From an optimization exercise on the open Yosys and OpenROAD flow, aimed at small area, a short achievable clock period and few clock cycles; shortcuts taken in it are not production practice.
The RTL was checked by simulation tests, not by an equivalence proof against the original design.
The clock cells of runs 4 to 8 come from the design's own scripts or RTL, not from TritonCTS.
No driver is modelled on the clock port, so clock power and skew are understated where the tree is cut down; a real chip needs a root buffer or a tree.

**design/flow/design.v**
```verilog
module exgcd_recursion #(
	parameter WIDTH = 16
) (
	input 	clk,     
	input 	rst_n,   
	input	[WIDTH-1:0] data_a,
	input 	[WIDTH-1:0] data_b,
	input	valid_in,
	output 	[WIDTH-1:0] gcd,
	output  [WIDTH-1:0] inv,
	output  reg valid_out
);
localparam M  = 4;                       
localparam KW = 2;                       
function [WIDTH:0] add16;
	input [WIDTH-1:0] a;
	input [WIDTH-1:0] b;
	input             cin;
	reg   [WIDTH-1:0] g, p, G, P;
	integer n, l;
	begin
		p = a ^ b;
		g = a & b;
		g[0] = g[0] | (p[0] & cin);
		G = g; P = p;
		for (l = 1; l < WIDTH; l = l * 2)
			for (n = 2 * l - 1; n < WIDTH; n = n + 2 * l) begin
				G[n] = G[n] | (P[n] & G[n-l]);
				P[n] = P[n] & P[n-l];
			end
		for (l = WIDTH / 4; l >= 1; l = l / 2)
			for (n = 3 * l - 1; n < WIDTH; n = n + 2 * l) begin
				G[n] = G[n] | (P[n] & G[n-l]);
				P[n] = P[n] & P[n-l];
			end
		add16 = {G[WIDTH-1], p ^ {G[WIDTH-2:0], cin}};
	end
endfunction
reg             run;
reg [WIDTH-1:0] R;       
reg [WIDTH-1:0] B;       
reg [KW-1:0]    k;
reg [WIDTH-1:0] S0;      
reg [WIDTH-1:0] SS;      
reg [M-1:0]     qd;      
reg             upd;     
reg             swd;     
reg [KW-1:0]    kd;      
assign gcd = R;
assign inv = SS;
wire bzero = (B == {WIDTH{1'b0}});
wire kzero = (k == {KW{1'b0}});
wire [WIDTH:0] upc = add16({{M{1'b0}}, R[WIDTH-1:M]}, ~{{M{1'b0}}, B[WIDTH-M-1:0]}, 1'b1);
wire up = ~bzero && (B[WIDTH-1:WIDTH-M] == {M{1'b0}}) && upc[WIDTH];
wire [WIDTH-1:0] rem [0:M];
wire [M-1:0]     qb;
assign rem[M] = R;
genvar i;
generate
	for (i = M - 1; i >= 0; i = i - 1) begin : stage
		wire [WIDTH:0] dd = add16(rem[i+1] >> i, ~({{i{1'b0}}, B[WIDTH-1-i:0]}), 1'b1);
		wire hi0 = (i == 0) ? 1'b1 : (B[WIDTH-1:WIDTH-1-i+1] == 0);
		assign qb[i] = hi0 & dd[WIDTH] & ~up;
		if (i == 0) begin : n0
			assign rem[i] = qb[i] ? dd[WIDTH-1:0] : rem[i+1];
		end else begin : ni
			assign rem[i] = qb[i] ? {dd[WIDTH-i-1:0], rem[i+1][i-1:0]} : rem[i+1];
		end
	end
endgenerate
wire swap = run & ~up & kzero & ~bzero;
wire remz = (rem[0] == {WIDTH{1'b0}});
wire done = run & ((bzero & swd) | (swap & remz));
always @(posedge clk or negedge rst_n) begin
	if (~rst_n) begin
		run <= 1'b0;
		valid_out <= 1'b0;
	end else begin
		run <= run ? ~done : valid_in;
		valid_out <= done;
	end
end
always @(posedge clk) begin
	qd  <= qb & {M{run & ~bzero}};
	upd <= run & up;
	swd <= run & (swap | bzero);
	kd  <= k;
	if (~run) begin
		R  <= data_a;
		B  <= data_b;
		k  <= {KW{1'b0}};
	end else if (swap) begin
		R  <= B;
		B  <= rem[0];
		k  <= {KW{1'b0}};
	end else begin
		R  <= rem[0];
		if (up) begin
			B  <= B << M;
			k  <= k + 1'b1;
		end else begin
			B  <= B >> M;
			k  <= k - 1'b1;
		end
	end
end
reg [WIDTH-1:0] therm;           
integer t;
always @(*) begin
	for (t = 0; t < WIDTH; t = t + 1)
		therm[t] = (t >= kd * M);
end
wire [WIDTH-1:0] SSm = SS & therm;       
wire [WIDTH-1:0] nop [0:M-1];
wire [WIDTH-1:0] acs [1:M];      
wire [WIDTH-1:0] acc [1:M];      
generate
	for (i = 0; i < M; i = i + 1) begin : ops
		assign nop[i] = ~((SSm << i) & {WIDTH{qd[i]}});
	end
endgenerate
assign acs[1] = S0;
assign acc[1] = nop[M-1];
generate
	for (i = 1; i < M; i = i + 1) begin : csa
		wire [WIDTH-1:0] n = nop[M-1-i];
		assign acs[i+1] = acs[i] ^ acc[i] ^ n;
		assign acc[i+1] = {(acs[i][WIDTH-2:0] & acc[i][WIDTH-2:0]) | (acs[i][WIDTH-2:0] & n[WIDTH-2:0]) |
		                   (acc[i][WIDTH-2:0] & n[WIDTH-2:0]), 1'b1};
	end
endgenerate
wire [WIDTH-1:0] cs2_s = acs[M];
wire [WIDTH-1:0] cs2_c = acc[M];
wire [WIDTH:0]   sc;
wire [WIDTH-1:0] snew;
assign sc[0] = 1'b1;
generate
	for (i = 0; i < WIDTH; i = i + 1) begin : rip
		assign snew[i]  = cs2_s[i] ^ cs2_c[i] ^ sc[i];
		assign sc[i+1]  = (cs2_s[i] & cs2_c[i]) | (cs2_s[i] & sc[i]) | (cs2_c[i] & sc[i]);
	end
endgenerate
always @(posedge clk) begin
	if (~run) begin
		S0 <= {{(WIDTH-1){1'b0}}, 1'b1};
		SS <= {WIDTH{1'b0}};
	end else if (swd) begin
		S0 <= SS;
		SS <= snew;
	end else begin
		S0 <= snew;
		if (upd)
			SS <= (SS << M) | (SS >> (WIDTH - M));
		else
			SS <= (SS >> M) | (SS << (WIDTH - M));
	end
end
endmodule
```
**design/flow/flow/run.sh**
```bash
#!/bin/bash
set -euo pipefail
args=()
while IFS= read -r line; do
	[[ -z "$line" || "$line" == \#* ]] && continue
	args+=("$line")
done < flow/extra.txt
bash standard.sh "${args[@]}" finish > standard_flow.log 2>&1
```
**design/flow/flow/extra.txt**
```
SETUP_SLACK_MARGIN=39.1
BUFFER_PORTS_ARGS=-buffer_cell sky130_fd_sc_hd__buf_2
```
**design/flow/standard.sh**
```bash
#!/bin/bash
# synth_recipe.tcl (not shown) runs the flow's synth.tcl, then flattens the netlist and writes it again
# the make line also repeats each setting of config.mk as NAME=value (left out here)
make -C /OpenROAD-flow-scripts/flow DESIGN_CONFIG=/design/flow/config.mk WORK_HOME=/design/flow/orfs CLKGATE_MAP_FILE= SYNTH_SCRIPT=/design/flow/synth_recipe.tcl "${@:-finish}"
```
**design/flow/config.mk**
```make
export PLATFORM = sky130hd
export DESIGN_NAME = exgcd_recursion
export DESIGN_NICKNAME = exgcd_recursion
export VERILOG_FILES = /design/flow/design.v
export SDC_FILE = /design/flow/constraint.sdc
export NUM_CORES = 4
export LEC_CHECK = 0
export ABC_AREA = 1
export CAP_MARGIN = 20
export CORE_MARGIN = 2
export CORE_UTILIZATION = 78
export CTS_BUF_LIST = sky130_fd_sc_hd__clkbuf_8
export CTS_CLUSTER_DIAMETER = 100
export CTS_CLUSTER_SIZE = 40
export SLEW_MARGIN = 20
```
**design/flow/constraint.sdc**
```tcl
create_clock -name core_clock -period 50.0 [get_ports {clk}]
set_input_delay 10.0000 -clock core_clock [delete_from_list [all_inputs] [get_ports {clk}]]
set_output_delay 10.0000 -clock core_clock [all_outputs]
set_load 0.01 [all_outputs]
```
==> out/qor.csv, run 1 <==
metric;value;unit
EDFF count, synth;0;
vias;8140;
CTS tree;done;
reg-to-reg slack, setup;40070;ps
highest routed metal layer;met4;
max-slew violations;0;
num ports;68;
layout cells sized above 1;0.1639;
status;no timing/DRC/antenna violations;
Fillers;599;
CTS H-tree lvls;3;
Slowest cell on crit path;dfxtp_2;
worst endpoint required time;40000;ps
clock skew;16.90;ps
die area;0.01154;mm²
Post-Layout Inst Area;0.009161;mm²
setup TNS;0;ps
first-pass GRT wire length;38020;µm
minimum hold slack;395.7;ps
initial drt markers;1054;
Worst path depth;1;
Worst Path Max Fanout;4;
Worst setup EP type;output port;
most frequent cells in the layout;nand2_1, inv_1, nor2_1, fa_1, ha_1;
WL met2;11120;µm
synthesized instance count;1120;
Critical Path End;gcd[8];
Mean Syn Cell Area;7.448;µm²
kind of path behind the tightest hold check;register to register;
Num CTS Buffers;9;
Final WS setup;39100;ps
placed cell areas;0.008686;mm²
Worst-Skew Late Latency;400;ps
clk sink count;76;
delay-heaviest family, CP;flip-flops;
vias in the first global route;7986;
global route overflow;0;
Yosys reg bits;76;
Die Wd;107.4;µm
Yosys cell types;52;
commonest non-fill, non-tap cell in the layout;nand2_1;
pre-CTS WS;39340;ps
ANT nets after route;0;
worst-case clock buffer depth;2;
Final Hold Fails;0;
WS Path Type;register to output port;
post-synthesis instance area;0.008342;mm²
worst slew pin tran;978.3;ps
residual DRC count;0;
vias per cell;6.134;
cell count after placement;1291;
RSZ-0062 raised after global routing;true;
Nets;1370;
sequential area share after synthesis;0.1836;
reg-to-reg startpoint;B[6];
die height;107.4;µm
GP Congestion;0.9348;
final wirelength;24080;µm
Core ar.;0.01037;mm²
CP startpoint;R[8];
clk root buf;clkbuf_8;
Tot GR Track Use;0.4297;
Starting Density;0.8044;
Metal-1 WL;9033;µm
synthesized net count;1305;
largest net degree at the start of global routing;53;
initial antenna violation count;0;
crit path buf inv count;1;
final core utilization;0.8834;
Critical Path Source Type;register;
Routed wire per std cell;18.15;µm
# port buffers;67;
fin crit share;0.2180;
FF-to-FF End;run;
CP Data Arrival Time;900;ps
area grow syn2layout;9.825;%
Post-CTS Hold Buffers;0;
Layout Cells excl Fill;1327;
cells on worst reg2reg path;48;
max-cap violations;0;
Core Rows;37;
CP Cell Sequence;buf_6;
post-DP HPWL;17090;µm
met3 wire len;2993;µm
Async SR Flop Fraction;0.02632;
warnings from Yosys;1;
min Tclk post-route;10900;ps
fmax;91.73;MHz
Clk pin slew, worst setup/hold paths;100;ps
Worst slew margin;0.3469;
Final Setup Violations;0;
first-pass iteration count of the detailed router;7;
Max stage delay on crit path;390;ps
top_reg_cell synth;dfxtp_1;
==> what timing repair did <==
item                                    CTS  global route
endpoints found under the setup margin   21            27
pin swaps                                 0             0
gates resized for setup                  26            22
buffers inserted                          2            17
==> how the worst min path moves through the flow <==
stage                     startpoint     to  slack [ps]  cells after the start
after global placement          k[1]  kd[1]         380                      0
after detailed placement        k[1]  kd[1]         380                      0
after floorplan                 k[1]  kd[1]         360                      0
final                           k[1]  kd[1]         400                      0
after CTS                       k[1]  kd[1]         390                      0
after global routing            k[1]  kd[1]         410                      0
==> synth_stat cells (6+ instances only) <==
master,count,area share
and2_1,11,0.0083
a21o_1,6,0.0054
fa_1,79,0.19
o211ai_1,8,0.0072
a21oi_1,40,0.024
ha_1,71,0.11
clkbuf_1,21,0.0095
xor2_1,23,0.024
nand2_2,14,0.010
buf_2,6,0.0036
o21ai_0,60,0.036
dfxtp_1,74,0.18
nand2_1,200,0.090
inv_1,194,0.087
xnor2_1,14,0.015
a22oi_1,16,0.014
inv_2,6,0.0027
nor2_1,111,0.050
nand3_1,69,0.041
nand3_2,12,0.014
o21ai_1,8,0.0048
==> state kept, by name, indices dropped and copies added (netlist names) <==
name	cells
valid_out	1
swd	1
run	1
S0	16
R	16
qd	4
kd	2
k	2
upd	1
SS	16
B	16
==> final cells by class <==
type	count	area, µm²	share of cell area
inverters	204	768.2	0.08386
flip-flops and latches	76	1599	0.1745
clock inverters	6	87.58	0.009560
well taps	136	170.2	0.01857
diodes	1	2.502	0.0002731
repair buffers	90	545.5	0.05955
multi-input cells	804	5851	0.6386
clock buffers	10	137.6	0.01502
==> cells by family (layout without fill, tap and decap cells) <==
logic type / Yosys count / count (layout) / synth area share
adder cells (fa/ha/maj): 150 / 150 / 0.2961
AO/OA/AOI/OAI: 173 / 173 / 0.1264
buffers and inverters: 240 / 310 / 0.1150
flip-flops: 76 / 76 / 0.1836
XOR/XNOR: 37 / 37 / 0.03885
AND/OR/NAND/NOR: 444 / 444 / 0.2400
other: 0 / 1 / 0
==> routing by layer <==
metal,vias to the layer above,track usage
met5,-,0
met4,0,0.1804
met3,121,0.1205
met2,573,0.6894
met1,3778,0.5475
li1,3668,-
Testbench counts, summed over its fixed seeds: cycles 93,720.
==> inputs of run 2 (changes only) <==
--- a/design/flow/config.mk
+++ b/design/flow/config.mk
@@ -10,3 +10,3 @@
 export CORE_MARGIN = 2
-export CORE_UTILIZATION = 78
+export CORE_UTILIZATION = 65
 export CTS_BUF_LIST = sky130_fd_sc_hd__clkbuf_8
==> out/qor.csv, run 2 <==
metric;value;unit
most frequent cells in the layout;nand2_1, inv_1, nor2_1, fa_1, ha_1;
max-cap violations;0;
worst slew pin tran;1004;ps
footprint of the multi-input gates;0.005851;mm²
highest routed metal layer;met4;
delay-heaviest family, CP;flip-flops;
Starting Density;0.6637;
Nets;1361;
Post-synth top cells;nand2_1, inv_1, nor2_1, fa_1, dfxtp_1;
cell count after placement;1327;
residual DRC count;0;
CP Cell Sequence;buf_2;
Max stage delay on crit path;370;ps
num ports;68;
min Tclk post-route;10890;ps
ANT nets after route;0;
warnings from Yosys;1;
setup TNS;0;ps
clk sink count;76;
RSZ-0062 raised after global routing;true;
Tot GR Track Use;0.3405;
Die Wd;117.3;µm
sequential area share after synthesis;0.1836;
CTS tree;done;
fin crit share;0.2177;
commonest non-fill, non-tap cell in the layout;nand2_1;
Mean Syn Cell Area;7.448;µm²
crit path buf inv count;1;
Async SR Flop Fraction;0.02632;
Core Rows;41;
vias per cell;5.615;
WL met2;10740;µm
area leader, netlist;fa_1;
worst-case clock buffer depth;2;
Clk pin slew, worst setup/hold paths;90;ps
die height;117.3;µm
Final WS setup;39110;ps
Yosys cell types;52;
Final Setup Violations;0;
first-pass iteration count of the detailed router;6;
Layout Cells excl Fill;1353;
global route overflow;0;
worst endpoint required time;40000;ps
area grow syn2layout;9.899;%
sequential cell area;0.001608;mm²
Worst Path Max Fanout;5;
# port buffers;67;
initial drt markers;668;
minimum hold slack;384.3;ps
pre-CTS WS;39370;ps
count leader, synth;nand2_1;
largest net degree at the start of global routing;52;
CTS H-tree lvls;3;
Worst-Skew Late Latency;390;ps
final wirelength;22350;µm
Worst setup EP type;output port;
CP Data Arrival Time;890;ps
kind of path behind the tightest hold check;register to register;
clk root buf;clkbuf_8;
share of the synthesized area in the top cell type;0.1896;
main area contributors after synthesis;fa_1, dfxtp_1, ha_1;
max-slew violations;0;
Num CTS Buffers;9;
Final Hold Fails;0;
synthesized net count;1305;
post-DP HPWL;16850;µm
Core ar.;0.01257;mm²
Worst slew margin;0.3294;
GP Congestion;0.9348;
synthesized instance count;1120;
Slowest cell on crit path;dfxtp_4;
met3 wire len;1485;µm
top_reg_cell synth;dfxtp_1;
Fillers;1063;
first-pass GRT wire length;35700;µm
vias in the first global route;7292;
Critical Path Source Type;register;
Metal-1 WL;9096;µm
fmax;91.85;MHz
Yosys reg bits;76;
clock skew;13.57;ps
# diodes;0;
layout cells sized above 1;0.1575;
Routed wire per std cell;16.52;µm
WS Path Type;register to output port;
vias;7597;
EDFF count, synth;0;
status;no timing/DRC/antenna violations;
post-synthesis instance area;0.008342;mm²
die area;0.01376;mm²
initial antenna violation count;0;
==> run 2: cell counts after synthesis <==
No cell type changed its count.
==> run 2: path summary, 6_finish.rpt <==
check / startpoint / to / slack, ps / cells after the start
setup / recovery: R[7] / gcd[7] / 39110 / 1
hold / removal: k[1] / kd[1] / 380 / 0
setup reg to reg: B[4] / run / 40780 / 48
hold reg to reg: k[1] / kd[1] / 380 / 0
max in group asynchronous: rst_n / run / 40520 / 1
min in group asynchronous: rst_n / run / 9390 / 1
==> run 2: per-layer routing <==
| layer | vias to the layer above | GRT usage |
|---|---|---|
| met4 | 0 | 0.1671 |
| met1 | 3585 | 0.4208 |
| met2 | 281 | 0.5793 |
| met5 | - | 0 |
| met3 | 79 | 0.05458 |
| li1 | 3652 | - |
==> run 2: area by class of cell <==
cell class / instances / share of cell area
multi-input combinational: 804 / 0.6382
sequential: 76 / 0.1754
inverter: 204 / 0.08380
timing repair buffer: 81 / 0.05473
tap: 172 / 0.02347
clock buffer: 10 / 0.01501
clock inverter: 6 / 0.009417
==> run 2: cells by family after synthesis <==
family	synth area share
AND/OR/NAND/NOR	0.2400
buffers and inverters	0.1150
AO/OA/AOI/OAI	0.1264
adder cells (fa/ha/maj)	0.2961
flip-flops	0.1836
XOR/XNOR	0.03885
==> run 2: stage by stage <==
stage	util	instance area, µm²
6_report	0.7294	9168
5_1_grt	0.7294	9168
4_1_cts	0.7171	9012
3_5_place_dp	0.6947	8731
3_3_place_gp	0.6947	8731
2_1_floorplan	-	8342
==> run 2: what timing repair did <==
item                                    4_1_cts  5_1_grt
endpoints found under the setup margin       22       27
buffers inserted                              1        9
gates resized for setup                      31       26
hold buffers                                  0        0
==> inputs of run 3 (changes only) <==
==> design/flow/flow/extra.txt (replaced) <==
SETUP_SLACK_MARGIN=39.1
BUFFER_PORTS_ARGS=-buffer_cell sky130_fd_sc_hd__buf_1
==> out/qor.csv, run 3 <==
metric;value;unit
most frequent cells in the layout;nand2_1, inv_1, nor2_1, fa_1, ha_1;
# port buffers;67;
warnings from Yosys;1;
Yosys cell types;52;
WS Path Type;register to output port;
CP Cell Sequence;buf_2;
Critical Path Source Type;register;
clk sink count;76;
Core ar.;0.01257;mm²
delay-heaviest family, CP;flip-flops;
num ports;68;
fmax;91.84;MHz
FF-to-FF End;run;
residual DRC count;0;
Mean Syn Cell Area;7.448;µm²
# diodes;0;
Worst Path Max Fanout;2;
Routed wire per std cell;16.13;µm
EDFF count, synth;0;
max-slew violations;0;
post-synthesis instance area;0.008342;mm²
initial drt markers;617;
CTS tree;done;
Worst slew margin;0.3376;
RSZ-0062 raised after global routing;true;
vias per cell;5.526;
die area;0.01376;mm²
share of the synthesized area in the top cell type;0.1896;
Metal-1 WL;9294;µm
reg-to-reg slack, setup;40690;ps
worst slew pin tran;992.2;ps
crit path buf inv count;1;
top_reg_cell synth;dfxtp_1;
Core Rows;41;
Num CTS Buffers;9;
Slowest cell on crit path;dfxtp_4;
Worst setup EP type;output port;
worst-case clock buffer depth;2;
pre-CTS WS;39310;ps
commonest non-fill, non-tap cell in the layout;nand2_1;
area grow syn2layout;8.055;%
worst endpoint required time;40000;ps
initial antenna violation count;0;
synthesized instance count;1120;
CTS H-tree lvls;3;
GP Congestion;0.9102;
count leader, synth;nand2_1;
Post-CTS Hold Buffers;0;
layout cells sized above 1;0.1260;
area leader, netlist;fa_1;
Final Setup Violations;0;
ANT nets after route;0;
CP Data Arrival Time;890;ps
Async SR Flop Fraction;0.02632;
CP startpoint;R[6];
cells on worst reg2reg path;47;
Clk pin slew, worst setup/hold paths;100;ps
WL met2;10390;µm
clock skew;11.18;ps
global route overflow;0;
first-pass GRT wire length;35160;µm
fin crit share;0.2178;
min Tclk post-route;10890;ps
Max stage delay on crit path;370;ps
main area contributors after synthesis;fa_1, dfxtp_1, ha_1;
Starting Density;0.6637;
synthesized net count;1305;
setup TNS;0;ps
Tot GR Track Use;0.3393;
Final Hold Fails;0;
first-pass iteration count of the detailed router;6;
die height;117.3;µm
Critical Path End;gcd[6];
met3 wire len;1214;µm
vias in the first global route;7232;
status;no timing/DRC/antenna violations;
sequential area share after synthesis;0.1836;
Worst path depth;1;
Worst-Skew Late Latency;380;ps
Post-synth top cells;nand2_1, inv_1, nor2_1, fa_1, dfxtp_1;
reg-to-reg startpoint;B[4];
Final WS setup;39110;ps
kind of path behind the tightest hold check;register to register;
post-DP HPWL;16670;µm
clk root buf;clkbuf_8;
max-cap violations;0;
highest routed metal layer;met4;
largest net degree at the start of global routing;52;
final wirelength;21860;µm
Nets;1363;
Yosys reg bits;76;
Die Wd;117.3;µm
vias;7488;
## run 3: cell counts after synthesis
No cell type changed its count.
## run 3: worst min-delay path by stage
stage | depth (start not counted) | start | slack, ps | to
4_1_cts | 0 | k[1] | 390 | kd[1]
5_1_grt | 0 | k[1] | 420 | kd[1]
2_1_floorplan | 0 | k[1] | 360 | kd[1]
3_5_place_dp | 0 | k[1] | 380 | kd[1]
3_3_place_gp | 0 | k[1] | 370 | kd[1]
6_report | 0 | k[1] | 390 | kd[1]
## run 3: through the flow
step	instance area [µm²]	hold WS (ps)	instances	util
3_3_place_gp	8647	367.8	1327	0.6880
3_5_place_dp	8647	375.3	1327	0.6880
5_1_grt	9014	417.5	1355	0.7172
6_report	9014	391.1	1355	0.7172
2_1_floorplan	8342	363.6	1120	-
4_1_cts	8915	388.3	1346	0.7093
## run 3: worst register-to-register path, delay by kind of cell (launching register included)
| family | cells | cell delay (ps) |
|---|---|---|
| AO/OA/AOI/OAI | 15 | 3090 |
| flip-flops | 1 | 620 |
| buffers and inverters | 7 | 1260 |
| adder cells (fa/ha/maj) | 4 | 1430 |
| AND/OR/NAND/NOR | 21 | 2810 |
## run 3: layout make-up
cell class	instances	area [µm²]
tap	172	215.2
inverter	204	768.2
multi-input combinational	804	5851
timing repair buffer	83	416.7
sequential	76	1593
clock buffer	10	137.6
clock inverter	6	32.53
fill	1107	3555
## run 3: per-layer routing
metal,GRT usage,up-vias
met5,0,-
met4,0.1843,0
met3,0.04634,74
met2,0.5659,255
met1,0.4273,3503
li1,-,3656
## run 3: kinds of logic after synthesis
| group | share of synthesized area |
|---|---|
| DFF | 0.1836 |
| and+or+nand+nor | 0.2400 |
| xor gates and xnor gates | 0.03885 |
| adders and majority gates | 0.2961 |
| buffers and inverters | 0.1150 |
| AOI/OAI and AO/OA | 0.1264 |
## run 3: timing repair
item	4_1_cts	5_1_grt
buffers inserted	3	9
setup endpoints to repair	26	21
gates resized for setup	52	20
==> inputs of run 4 (changes only) <==
==> design/flow/flow/run.sh (replaced) <==
#!/bin/bash
# The standard layout (standard.sh) with three changes:
#  - extra ORFS make variables from flow/extra.txt, one per line: a setup
#    margin for repair_timing so the achieved period is optimised below the
#    50 ns constraint, and the port buffer cell;
#  - the clock tree is built by flow/clock_tree.tcl instead of TritonCTS:
#    one level of identical clock buffers, each driving the flip-flops of
#    one quadrant of the core, all fed straight from the clock port;
#  - everything else (synthesis, floorplan, placement, routing, finishing)
#    is standard.sh unchanged.
set -euo pipefail
args=()
while IFS= read -r line; do
	[[ -z "$line" || "$line" == \#* ]] && continue
	args+=("$line")
done < flow/extra.txt
bash standard.sh "${args[@]}" place > standard_place.log 2>&1
openroad -no_init -exit flow/clock_tree.tcl > clock_tree.log 2>&1
bash standard.sh "${args[@]}" finish > standard_finish.log 2>&1
==> design/flow/flow/clock_tree.tcl (new file) <==
# One-level clock tree: split the flip-flops into quadrants around the
# median x and y of their clock pins and drive each quadrant from its own
# clock buffer placed at the quadrant's centroid; the clock port feeds only
# these buffers. Writes the results the ORFS cts step would.
set res orfs/results/sky130hd/exgcd_recursion/base
set buf_master sky130_fd_sc_hd__clkbuf_16
read_db $res/3_place.odb
set block [ord::get_db_block]
set clknet [$block findNet clk]
set sinks {}
foreach it [$clknet getITerms] {
	lappend sinks $it
}
puts "clock sinks: [llength $sinks]"
set xs {}; set ys {}
foreach it $sinks {
	set bb [[$it getInst] getBBox]
	lappend xs [expr {([$bb xMin] + [$bb xMax]) / 2}]
	lappend ys [expr {([$bb yMin] + [$bb yMax]) / 2}]
}
proc median {l} { set s [lsort -integer $l]; return [lindex $s [expr {[llength $s] / 2}]] }
set mx [median $xs]; set my [median $ys]
array set grp {}
foreach it $sinks x $xs y $ys {
	set g [expr {($x >= $mx ? 1 : 0) + ($y >= $my ? 2 : 0)}]
	lappend grp($g) [list $it $x $y]
}
set master [[ord::get_db] findMaster $buf_master]
$clknet setSigType CLOCK
foreach g [lsort [array names grp]] {
	set sx 0; set sy 0; set n 0
	foreach e $grp($g) { incr sx [lindex $e 1]; incr sy [lindex $e 2]; incr n }
	set inst [odb::dbInst_create $block $master clkbuf_q$g]
	set net [odb::dbNet_create $block clk_q$g]
	$net setSigType CLOCK
	[$inst findITerm A] connect $clknet
	[$inst findITerm X] connect $net
	foreach e $grp($g) {
		set it [lindex $e 0]
		$it disconnect
		$it connect $net
	}
	$inst setLocation [expr {$sx / $n}] [expr {$sy / $n}]
	$inst setPlacementStatus PLACED
	puts "quadrant $g: $n sinks"
}
global_connect
detailed_placement
check_placement -verbose
write_db $res/4_1_cts.odb
write_db $res/4_cts.odb
exec cp $res/3_place.sdc $res/4_cts.sdc
==> design/flow/flow/extra.txt (replaced) <==
SETUP_SLACK_MARGIN=39.45
BUFFER_PORTS_ARGS=-buffer_cell sky130_fd_sc_hd__buf_1
--- a/design/flow/config.mk
+++ b/design/flow/config.mk
@@ -11,5 +11,2 @@
 export CORE_UTILIZATION = 65
-export CTS_BUF_LIST = sky130_fd_sc_hd__clkbuf_8
-export CTS_CLUSTER_DIAMETER = 100
-export CTS_CLUSTER_SIZE = 40
 export SLEW_MARGIN = 20
==> out/qor.csv, run 4 <==
metric;value;unit
status;no timing/DRC/antenna violations;
initial drt markers;643;
Post-Layout Inst Area;0.009205;mm²
Async SR Flop Fraction;0.02632;
Slowest cell on crit path;dfxtp_4;
first-pass GRT wire length;34820;µm
top_reg_cell synth;dfxtp_1;
fmax;93.75;MHz
Worst-Skew Late Latency;160;ps
count leader, synth;nand2_1;
sequential cell area;0.001604;mm²
highest routed metal layer;met4;
Worst Path Max Fanout;5;
kind of path behind the tightest hold check;register to register;
vias per cell;5.554;
Post-synth top cells;nand2_1, inv_1, nor2_1, fa_1, dfxtp_1;
post-synthesis instance area;0.008342;mm²
Mean Syn Cell Area;7.448;µm²
min-delay src;k[1];
worst endpoint required time;40000;ps
Layout Cells excl Fill;1351;
delay-heaviest family, CP;flip-flops;
Core Rows;41;
first-pass iteration count of the detailed router;5;
warnings from Yosys;1;
Worst slew margin;0.3345;
Critical Path Source Type;register;
cells on worst reg2reg path;48;
die area;0.01376;mm²
FF-to-FF End;run;
Yosys reg bits;76;
final wirelength;22190;µm
Core ar.;0.01257;mm²
CP Data Arrival Time;670;ps
residual DRC count;0;
most frequent cells in the layout;nand2_1, inv_1, nor2_1, fa_1, ha_1;
clock skew;15.42;ps
synthesized net count;1305;
max-cap violations;0;
ANT nets after route;0;
reg-to-reg slack, setup;40630;ps
Die Wd;117.3;µm
CP startpoint;R[13];
min Tclk post-route;10670;ps
footprint of the multi-input gates;0.005851;mm²
global route overflow;0;
crit path buf inv count;1;
Tot GR Track Use;0.3269;
# port buffers;67;
Clk pin slew, worst setup/hold paths;100;ps
WS Path Type;register to output port;
final core utilization;0.7324;
CP Cell Sequence;buf_6;
placed cell areas;0.008647;mm²
die height;117.3;µm
area leader, netlist;fa_1;
Metal-1 WL;9120;µm
layout cells sized above 1;0.1289;
sequential area share after synthesis;0.1836;
commonest non-fill, non-tap cell in the layout;nand2_1;
cell count after placement;1327;
initial antenna violation count;0;
main area contributors after synthesis;fa_1, dfxtp_1, ha_1;
Nets;1366;
vias in the first global route;7197;
Max stage delay on crit path;400;ps
share of the synthesized area in the top cell type;0.1896;
post-DP HPWL;16670;µm
Yosys cell types;52;
EDFF count, synth;0;
synthesized instance count;1120;
fin crit share;0.2133;
Worst setup EP type;output port;
RSZ-0062 raised after global routing;true;
worst hold endpoint;kd[1];
Starting Density;0.6637;
WL met2;10820;µm
max-slew violations;0;
setup TNS;0;ps
Routed wire per std cell;16.43;µm
area grow syn2layout;10.35;%
largest net degree at the start of global routing;52;
Fillers;1084;
vias;7504;
GP Congestion;0.9102;
worst slew pin tran;996.9;ps
met3 wire len;1298;µm
reg-to-reg startpoint;B[6];
Min-Delay Path Depth;0;
# diodes;0;
Final Hold Fails;0;
Final Setup Violations;0;
num ports;68;
## run 4: cell count changes in the layout (fill, tap and decap cells not counted), moves of 3 or more
| cell | before | now |
|---|---|---|
| buf_2 | 22 | 0 |
| buf_4 | 16 | 24 |
| buf_6 | 1 | 31 |
| clkbuf_16 | 0 | 4 |
| clkbuf_2 | 8 | 2 |
| clkbuf_8 | 10 | 0 |
| dfxtp_1 | 45 | 42 |
| dfxtp_4 | 10 | 13 |
## run 4: metal layers
layer	GRT usage	vias up
li1	-	3655
met1	0.4168	3508
met2	0.5739	259
met3	0.02987	82
met4	0.1286	0
met5	0	-
## run 4: worst reg2reg max path: cells and delay by family, from the launching register on
family	cells	cell delay [ps]
buf+inv	7	1240
simple gates	22	2900
fa+ha+maj	4	1430
flops	1	640
compound gates	15	3030
## run 4: how the worst max path moves through the flow
stage,cells past startpoint,end,slack [ps]
floorplan,0,inv[12],39560
global placement,1,inv[12],39320
detailed placement,1,inv[12],39310
global route,1,inv[12],39320
finish,1,gcd[13],39330
## run 4: final cells by class
type                    instances  share of cell area
repair buffers                 91             0.07245
well taps                     172             0.02338
multi-input cells             804              0.6356
plain buffers                   4             0.01087
inverters                     204             0.08346
flip-flops and latches         76              0.1743
## run 4: logic make-up (layout without fill, tap and decap cells)
kind of cell	after synthesis	after routing	synth area share
simple gates	444	444	0.2400
buf+inv	240	299	0.1150
compound gates	173	173	0.1264
fa+ha+maj	150	150	0.2961
flops	76	76	0.1836
xor+xnor	37	37	0.03885
## run 4: per-stage QoR
| stage | setup WS (ps) | hold WS (ps) |
|---|---|---|
| floorplan | 39560 | 363.6 |
| global placement | 39320 | 367.8 |
| detailed placement | 39310 | 375.3 |
| global route | 39320 | 417.8 |
| finish | 39330 | 390.6 |
==> inputs of run 5 (changes only) <==
==> design/flow/flow/extra.txt (replaced) <==
SETUP_SLACK_MARGIN=39.3
BUFFER_PORTS_ARGS=-buffer_cell sky130_fd_sc_hd__buf_1
--- a/design/flow/config.mk
+++ b/design/flow/config.mk
@@ -11,2 +11,3 @@
 export CORE_UTILIZATION = 65
+export PLACE_DENSITY = 0.8
 export SLEW_MARGIN = 20
==> out/qor.csv, run 5 <==
metric;value;unit
Post-synth top cells;nand2_1, inv_1, nor2_1, fa_1, dfxtp_1;
clock skew;25.10;ps
Compound-Gate Fraction of Synth Area;0.1264;
Max stage delay on crit path;410;ps
reg-to-reg slack, setup;39880;ps
Core Rows;41;
Worst setup EP type;output port;
Min-Delay Path Depth;0;
Critical Path End;inv[12];
Slowest cell on crit path;dfxtp_4;
final wirelength;22850;µm
post-DP HPWL;17310;µm
fin crit share;0.2142;
min Tclk post-route;10710;ps
Post-Synth XOR/XNOR Area;0.03885;
worst slew pin tran;992.2;ps
GP Congestion;0.9794;
layout cells sized above 1;0.1033;
WS Path Type;register to output port;
Worst Path Max Fanout;8;
mux cell area share after synthesis;0;
Worst slew margin;0.3376;
Nets;1349;
RSZ-0062 raised after global routing;true;
Tot GR Track Use;0.3358;
area grow syn2layout;6.150;%
Starting Density;0.6637;
Yosys cell types;52;
area leader, netlist;fa_1;
Final WS setup;39290;ps
count leader, synth;nand2_1;
crit path buf inv count;1;
first-pass iteration count of the detailed router;5;
# diodes;0;
vias per cell;5.748;
status;no timing/DRC/antenna violations;
setup TNS;0;ps
commonest non-fill, non-tap cell in the layout;nand2_1;
die height;117.3;µm
Clk pin slew, worst setup/hold paths;100;ps
fmax;93.36;MHz
initial antenna violation count;1;
reg-to-reg startpoint;B[6];
share of the synthesized area in the top cell type;0.1896;
Core ar.;0.01257;mm²
vias;7668;
CP Data Arrival Time;710;ps
kind of path behind the tightest hold check;register to register;
main area contributors after synthesis;fa_1, dfxtp_1, ha_1;
Die Wd;117.3;µm
Mean Syn Cell Area;7.448;µm²
EDFF count, synth;0;
max-slew violations;0;
Final Setup Violations;0;
initial drt markers;950;
Worst path depth;1;
post-synthesis instance area;0.008342;mm²
most frequent cells in the layout;nand2_1, inv_1, nor2_1, fa_1, ha_1;
residual DRC count;0;
ANT nets after route;0;
# port buffers;67;
Final Hold Fails;0;
Async SR Flop Fraction;0.02632;
FF-to-FF End;run;
largest net degree at the start of global routing;52;
CP Cell Sequence;clkbuf_2;
Worst-Skew Late Latency;160;ps
vias in the first global route;7034;
main combinational cell family by area after synthesis;adder cells;
cells on worst reg2reg path;47;
top_reg_cell synth;dfxtp_1;
pre-CTS WS;39350;ps
Critical Path Source Type;register;
warnings from Yosys;1;
worst endpoint required time;40000;ps
Yosys reg bits;76;
Routed wire per std cell;17.13;µm
global route overflow;0;
post-synthesis simple-gate area fraction;0.2400;
num ports;68;
max-cap violations;0;
synthesized instance count;1120;
CP startpoint;SS[12];
first-pass GRT wire length;35800;µm
synthesized net count;1305;
sequential area share after synthesis;0.1836;
delay-heaviest family, CP;flip-flops;
die area;0.01376;mm²
Adder-Cell Fraction of Synth Area;0.2961;
[run 5: cell types whose count changed in the layout (fill, tap and decap cells not counted), sizes merged]
cell    change
clkbuf     +25
buf        -42
[run 5: cells by family after synthesis]
logic type | after synthesis
DFF | 76
and+or+nand+nor | 444
AOI/OAI and AO/OA | 173
xor gates and xnor gates | 37
adders and majority gates | 150
buffers and inverters | 240
[run 5: worst min path at each step]
stage	from	endpoint
after detailed placement	k[1]	kd[1]
after floorplan	k[1]	kd[1]
final	k[1]	kd[1]
after global placement	k[1]	kd[1]
after global routing	k[1]	kd[1]
[run 5: layer usage]
metal	global-route usage	up-vias	wire length (µm)
met4	0.06196	0	446
met5	0	-	0
li1	-	3628	-
met3	0.04634	43	2557
met1	0.4899	3561	9565
met2	0.5391	436	10290
[run 5: through the flow]
step | std cells | hold slack [ps] | area [µm²] | utilization
finish | 1334 | 392.4 | 8855 | 0.7045
global route | 1334 | 402.7 | 8855 | 0.7045
detailed placement | 1327 | 372.0 | 8647 | 0.6880
floorplan | 1120 | 363.6 | 8342 | -
global placement | 1327 | 374.8 | 8647 | 0.6880
[run 5: layout make-up]
| cell class | instances | area (µm²) |
|---|---|---|
| inverter | 204 | 768.2 |
| multi-input combinational | 804 | 5851 |
| sequential | 76 | 1583 |
| fill | 1070 | 3714 |
| tap | 172 | 215.2 |
| buffer | 4 | 100.1 |
| timing repair buffer | 74 | 337.8 |
==> inputs of run 6 (changes only) <==
--- a/design/flow/config.mk
+++ b/design/flow/config.mk
@@ -11,3 +11,2 @@
 export CORE_UTILIZATION = 65
-export PLACE_DENSITY = 0.8
 export SLEW_MARGIN = 20
==> out/qor.csv, run 6 <==
metric;value;unit
fmax;93.44;MHz
num ports;68;
Worst Path Max Fanout;8;
Nets;1348;
status;no timing/DRC/antenna violations;
Worst-Skew Late Latency;160;ps
post-synthesis instance area;0.008342;mm²
EDFF count, synth;0;
Worst slew margin;0.3509;
Min-Delay Path Depth;0;
max-cap violations;0;
placed cell areas;0.008647;mm²
reg-to-reg slack, setup;40610;ps
initial antenna violation count;0;
Final Hold Fails;0;
worst endpoint required time;40000;ps
CP Data Arrival Time;700;ps
Fillers;1133;
Mean Syn Cell Area;7.448;µm²
CP Cell Sequence;clkbuf_2;
worst slew pin tran;972.2;ps
synthesized net count;1305;
synthesized instance count;1120;
Critical Path Source Type;register;
commonest non-fill, non-tap cell in the layout;nand2_1;
minimum hold slack;389.7;ps
cells on worst reg2reg path;48;
delay-heaviest family, CP;flip-flops;
worst hold endpoint;kd[1];
# diodes;0;
ANT nets after route;0;
met3 wire len;1255;µm
sequential area share after synthesis;0.1836;
die area;0.01376;mm²
fin crit share;0.2140;
largest net degree at the start of global routing;52;
min-delay src;k[1];
Yosys reg bits;76;
Async SR Flop Fraction;0.02632;
post-DP HPWL;16670;µm
count leader, synth;nand2_1;
Final Setup Violations;0;
RSZ-0062 raised after global routing;true;
clock skew;14.97;ps
GP Congestion;0.9102;
Core Rows;41;
main area contributors after synthesis;fa_1, dfxtp_1, ha_1;
Routed wire per std cell;16.11;µm
cell count after placement;1327;
WL met2;10340;µm
Yosys cell types;52;
WS Path Type;register to output port;
final core utilization;0.7039;
max-slew violations;0;
Metal-1 WL;9021;µm
vias per cell;5.494;
top_reg_cell synth;dfxtp_1;
Tot GR Track Use;0.3269;
first-pass iteration count of the detailed router;7;
# port buffers;67;
Clk pin slew, worst setup/hold paths;90;ps
area grow syn2layout;6.060;%
reg-to-reg startpoint;B[6];
warnings from Yosys;1;
Post-Layout Inst Area;0.008847;mm²
Slowest cell on crit path;dfxtp_4;
Die Wd;117.3;µm
crit path buf inv count;1;
Max stage delay on crit path;410;ps
Layout Cells excl Fill;1333;
most frequent cells in the layout;nand2_1, inv_1, nor2_1, fa_1, ha_1;
residual DRC count;0;
first-pass GRT wire length;34820;µm
initial drt markers;581;
final wirelength;21470;µm
layout cells sized above 1;0.1025;
Post-synth top cells;nand2_1, inv_1, nor2_1, fa_1, dfxtp_1;
highest routed metal layer;met4;
vias;7324;
share of the synthesized area in the top cell type;0.1896;
Core ar.;0.01257;mm²
Worst setup EP type;output port;
setup TNS;0;ps
min Tclk post-route;10700;ps
die height;117.3;µm
FF-to-FF End;run;
vias in the first global route;7197;
global route overflow;0;
Starting Density;0.6637;
area leader, netlist;fa_1;
CP startpoint;SS[12];
kind of path behind the tightest hold check;register to register;
==> run 6: logic make-up after synthesis <==
group	count (synthesis)	synth area share
xor gates and xnor gates	37	0.03885
adders and majority gates	150	0.2961
DFF	76	0.1836
buffers and inverters	240	0.1150
and+or+nand+nor	444	0.2400
AOI/OAI and AO/OA	173	0.1264
==> run 6: per-stage QoR <==
stage	setup WS [ps]
3_3_place_gp	39320
5_1_grt	39280
6_report	39300
2_1_floorplan	39560
3_5_place_dp	39310
==> run 6: layer usage <==
layer  vias up  global-route usage
met1      3394              0.4168
met4         0              0.1286
met3        67             0.02987
met2       237              0.5739
met5         -                   0
li1       3626                   -
==> run 6: layout make-up <==
type,instances,area (µm²),area share
repair buffers,73,329.1,0.03719
well taps,172,215.2,0.02432
plain buffers,4,100.1,0.01131
multi-input cells,804,5851,0.6613
inverters,204,768.2,0.08683
flip-flops and latches,76,1584,0.1790
==> run 6: worst max-delay path by stage <==
stage	to	slack, ps	cells after the start
after detailed placement	inv[12]	39310	1
after global routing	inv[12]	39280	1
after floorplan	inv[12]	39560	0
final	inv[12]	39300	1
after global placement	inv[12]	39320	1
==> inputs of run 7 (changes only) <==
==> design/flow/flow/extra.txt (replaced) <==
SETUP_SLACK_MARGIN=39.2
BUFFER_PORTS_ARGS=-buffer_cell sky130_fd_sc_hd__buf_1
==> out/qor.csv, run 7 <==
metric;value;unit
status;no timing/DRC/antenna violations;
Slowest cell on crit path;dfxtp_1;
footprint of the multi-input gates;0.005851;mm²
initial antenna violation count;0;
# port buffers;67;
most frequent cells in the layout;nand2_1, inv_1, nor2_1, fa_1, ha_1;
Worst Path Max Fanout;5;
kind of path behind the tightest hold check;register to register;
Worst-Skew Late Latency;160;ps
reg-to-reg slack, setup;40660;ps
max-slew violations;0;
Post-Synth XOR/XNOR Area;0.03885;
RSZ-0062 raised after global routing;false;
Critical Path Source Type;register;
Nets;1346;
fmax;92.85;MHz
vias;7300;
Post-synth top cells;nand2_1, inv_1, nor2_1, fa_1, dfxtp_1;
residual DRC count;0;
Core ar.;0.01257;mm²
cells on worst reg2reg path;48;
min Tclk post-route;10770;ps
count leader, synth;nand2_1;
Yosys cell types;52;
reg-to-reg startpoint;B[6];
Tot GR Track Use;0.3269;
main combinational cell family by area after synthesis;adder cells;
initial drt markers;553;
EDFF count, synth;0;
first-pass GRT wire length;34820;µm
crit path buf inv count;1;
Min-Delay Path Depth;0;
Fillers;1162;
vias per cell;5.485;
minimum hold slack;391.3;ps
Final Hold Fails;0;
main area contributors after synthesis;fa_1, dfxtp_1, ha_1;
warnings from Yosys;1;
die height;117.3;µm
global route overflow;0;
commonest non-fill, non-tap cell in the layout;nand2_1;
worst slew pin tran;970.5;ps
post-DP HPWL;16670;µm
post-synthesis instance area;0.008342;mm²
setup TNS;0;ps
Final Setup Violations;0;
die area;0.01376;mm²
clock skew;13.94;ps
Worst slew margin;0.3521;
Clk pin slew, worst setup/hold paths;90;ps
final wirelength;21370;µm
largest net degree at the start of global routing;52;
fin crit share;0.2154;
Compound-Gate Fraction of Synth Area;0.1264;
worst hold endpoint;kd[1];
Yosys reg bits;76;
WS Path Type;register to output port;
num ports;68;
sequential cell area;0.001538;mm²
sequential area share after synthesis;0.1836;
mux cell area share after synthesis;0;
layout cells sized above 1;0.06212;
synthesized net count;1305;
Die Wd;117.3;µm
Async SR Flop Fraction;0.02632;
synthesized instance count;1120;
# diodes;0;
Core Rows;41;
first-pass iteration count of the detailed router;5;
Mean Syn Cell Area;7.448;µm²
CP Data Arrival Time;770;ps
post-synthesis simple-gate area fraction;0.2400;
Max stage delay on crit path;430;ps
max-cap violations;0;
ANT nets after route;0;
vias in the first global route;7197;
Adder-Cell Fraction of Synth Area;0.2961;
area grow syn2layout;4.935;%
Worst setup EP type;output port;
delay-heaviest family, CP;flip-flops;
FF-to-FF End;run;
min-delay src;k[1];
top_reg_cell synth;dfxtp_1;
share of the synthesized area in the top cell type;0.1896;
GP Congestion;0.9102;
worst endpoint required time;40000;ps
Starting Density;0.6637;
area leader, netlist;fa_1;
CP Cell Sequence;buf_1;
Routed wire per std cell;16.06;µm
-- run 7: layout make-up --
class	instances	share of cell area
multi-input combinational	804	0.6684
sequential	76	0.1757
inverter	204	0.08776
timing repair buffer	71	0.03216
tap	172	0.02459
buffer	4	0.01144
-- run 7: routing by layer --
metal | track usage | wire length, µm | up-vias
met5 | 0 | 0 | -
met4 | 0.1286 | 809 | 0
met3 | 0.02987 | 1358 | 60
met2 | 0.5739 | 10290 | 268
met1 | 0.4168 | 8920 | 3363
li1 | - | - | 3609
-- run 7: logic make-up (layout without fill, tap and decap cells) --
| logic type | after synthesis | in the layout |
|---|---|---|
| compound gates | 173 | 173 |
| xor+xnor | 37 | 37 |
| fa+ha+maj | 150 | 150 |
| buf+inv | 240 | 279 |
| flops | 76 | 76 |
| simple gates | 444 | 444 |
-- run 7: stage by stage --
stage               area (µm²)  setup slack (ps)    util  instances
floorplan                 8342             39560       -       1120
global placement          8647             39320  0.6880       1327
detailed placement        8647             39310  0.6880       1327
global route              8753             39200  0.6965       1331
finish                    8753             39230  0.6965       1331
-- run 7: worst max-delay path by stage --
stage | from | endpoint | slack [ps] | cells after the start
floorplan | SS[12] | inv[12] | 39560 | 0
global placement | SS[12] | inv[12] | 39320 | 1
finish | R[13] | gcd[13] | 39230 | 1
global route | R[13] | gcd[13] | 39200 | 1
detailed placement | SS[12] | inv[12] | 39310 | 1
==> inputs of run 8 (changes only) <==
--- a/design/flow/design.v
+++ b/design/flow/design.v
@@ -40,3 +40,4 @@
 reg [WIDTH-1:0] R;       
-reg [WIDTH-1:0] B;       
+reg [WIDTH-1:0] Bn;      
+wire [WIDTH-1:0] B = ~Bn;
 reg [KW-1:0]    k;
@@ -89,3 +90,3 @@
 		R  <= data_a;
-		B  <= data_b;
+		Bn <= ~data_b;
 		k  <= {KW{1'b0}};
@@ -93,3 +94,3 @@
 		R  <= B;
-		B  <= rem[0];
+		Bn <= ~rem[0];
 		k  <= {KW{1'b0}};
@@ -98,6 +99,6 @@
 		if (up) begin
-			B  <= B << M;
+			Bn <= ~(B << M);
 			k  <= k + 1'b1;
 		end else begin
-			B  <= B >> M;
+			Bn <= ~(B >> M);
 			k  <= k - 1'b1;
==> out/qor.csv, run 8 <==
metric;value;unit
sequential area share after synthesis;0.1857;
most frequent cells in the layout;nand2_1, inv_1, nor2_1, fa_1, ha_1;
Worst-Skew Late Latency;160;ps
kind of path behind the tightest hold check;register to register;
CP Cell Sequence;buf_1;
post-DP HPWL;16910;µm
first-pass iteration count of the detailed router;7;
max-slew violations;0;
vias per cell;5.628;
EDFF count, synth;0;
Yosys reg bits;76;
WS Path Type;register to output port;
status;no timing/DRC/antenna violations;
warnings from Yosys;1;
M2 GR Usage;0.5163;
placed cell areas;0.008551;mm²
Final Hold Fails;0;
Post-synth top cells;nand2_1, inv_1, nor2_1, fa_1, dfxtp_1;
layout cells sized above 1;0.05872;
Post-Layout Inst Area;0.008656;mm²
fin crit share;0.2151;
Worst Path Max Fanout;6;
Slowest cell on crit path;dfxtp_1;
Critical Path Source Type;register;
Starting Density;0.6588;
CP Data Arrival Time;760;ps
crit path buf inv count;1;
num ports;68;
Final Setup Violations;0;
worst endpoint required time;40000;ps
ANT nets after route;0;
area grow syn2layout;4.961;%
first-pass GRT wire length;35290;µm
post-synthesis instance area;0.008247;mm²
met3 usage in global routing;0.04722;
largest net degree at the start of global routing;47;
routing usage on met1;0.4939;
Nets;1327;
Fillers;1144;
# diodes;0;
setup TNS;0;ps
die area;0.01360;mm²
# port buffers;67;
Worst slew margin;0.3292;
die height;116.6;µm
commonest non-fill, non-tap cell in the layout;nand2_1;
GRT busiest layer;met2;
min Tclk post-route;10760;ps
Yosys cell types;51;
Clk pin slew, worst setup/hold paths;100;ps
synthesized net count;1286;
GP Congestion;0.9374;
clock skew;14.25;ps
Async SR Flop Fraction;0.02632;
top_reg_cell synth;dfxtp_1;
area leader, netlist;fa_1;
Core ar.;0.01252;mm²
final core utilization;0.6915;
final wirelength;22000;µm
Max stage delay on crit path;420;ps
vias in the first global route;6957;
max-cap violations;0;
share of the synthesized area in the top cell type;0.1893;
Tot GR Track Use;0.3315;
fmax;92.97;MHz
global route overflow;0;
Routed wire per std cell;16.76;µm
main area contributors after synthesis;fa_1, dfxtp_1, ha_1;
RSZ-0062 raised after global routing;false;
initial antenna violation count;0;
count leader, synth;nand2_1;
worst slew pin tran;1005;ps
Die Wd;116.6;µm
Core Rows;41;
initial drt markers;660;
vias;7390;
Worst setup EP type;output port;
synthesized instance count;1102;
residual DRC count;0;
Mean Syn Cell Area;7.483;µm²
delay-heaviest family, CP;flip-flops;
==> run 8: cells by family (layout without fill, tap and decap cells) <==
family | count (synthesis) | in the layout | share of synthesized area
flip-flops | 76 | 76 | 0.1857
AO/OA/AOI/OAI | 166 | 166 | 0.1270
adder cells (fa/ha/maj) | 149 | 149 | 0.2971
AND/OR/NAND/NOR | 453 | 453 | 0.2434
multiplexers | 1 | 1 | 0.001214
buffers and inverters | 222 | 261 | 0.1085
XOR/XNOR | 35 | 35 | 0.03717
==> run 8: final cells by class <==
class                   count  area [µm²]  area share
repair buffers             72       289.0     0.03339
inverters                 185       694.4     0.08023
plain buffers               4       100.1     0.01156
well taps                 172       215.2     0.02486
multi-input cells         804        5821      0.6724
flip-flops and latches     76        1536      0.1775
==> run 8: final timing paths <==
| path | startpoint | to | slack (ps) | cells after the start |
|---|---|---|---|---|
| setup / recovery | SS[14] | inv[14] | 39240 | 1 |
| hold / removal | k[1] | kd[1] | 380 | 0 |
| setup reg to reg | Bn[1] | run | 40800 | 51 |
| hold reg to reg | k[1] | kd[1] | 380 | 0 |
| max in group asynchronous | rst_n | run | 40260 | 1 |
| min in group asynchronous | rst_n | valid_out | 9620 | 1 |
==> run 8: stage by stage <==
| step | cells | hold slack, ps | setup slack, ps |
|---|---|---|---|
| after floorplan | 1102 | 343.9 | 39570 |
| after detailed placement | 1309 | 359.1 | 39370 |
| final | 1313 | 377.4 | 39240 |
| after global routing | 1313 | 398.2 | 39210 |
| after global placement | 1309 | 357.5 | 39400 |
==> run 8: routing by layer <==
metal,share of wire,routed length [µm]
met3,0.086,1898
met5,0,0
met4,0.021,464
met1,0.46,10070
met2,0.43,9570
Testbench counts of run 8, summed over its fixed seeds: cycles 93,720.

## separate check: timing with driven ports
In the flow no input, the clock included, has a driving cell. The finished layouts below were timed again as built, in two steps.
Step 1 (the two cells are an assumption about what drives the block):
set clk [get_ports {clk}]
set_driving_cell -lib_cell sky130_fd_sc_hd__clkbuf_16 $clk
set_driving_cell -lib_cell sky130_fd_sc_hd__buf_2 [delete_from_list [all_inputs] $clk]
Step 2 moves the port delays by t, midway between the first and last clock arrival at a register: inputs arrive t later, outputs are due t later. That takes back most of the time a late clock gives input paths.
Three values: ideal, step 1, step 2; two values: the first two.
| run | shift t [ns] | setup slack, ns | hold WS [ns] | clock arrival spread, ns |
|---|---|---|---|---|
| run 1 | 0.428 | 39.098 / 39.060 / 39.374 | 0.396 / 0.396 / 0.396 | 0.018 / 0.017 |
| run 2 | 0.420 | 39.113 / 39.073 / 39.437 | 0.384 / 0.384 / 0.384 | 0.014 / 0.014 |
| run 3 | 0.418 | 39.112 / 39.072 / 39.438 | 0.391 / 0.391 / 0.391 | 0.011 / 0.012 |
| run 4 | 0.245 | 39.333 / 39.241 / 39.431 | 0.391 / 0.391 / 0.391 | 0.017 / 0.017 |
| run 5 | 0.240 | 39.289 / 39.199 / 39.388 | 0.392 / 0.392 / 0.392 | 0.025 / 0.025 |
| run 6 | 0.247 | 39.298 / 39.203 / 39.433 | 0.390 / 0.390 / 0.390 | 0.016 / 0.016 |
| run 7 | 0.247 | 39.230 / 39.134 / 39.382 | 0.391 / 0.391 / 0.391 | 0.015 / 0.015 |
| run 8 | 0.242 | 39.244 / 39.153 / 39.395 | 0.377 / 0.377 / 0.377 | 0.014 / 0.014 |
After both steps every run listed still meets setup and hold.
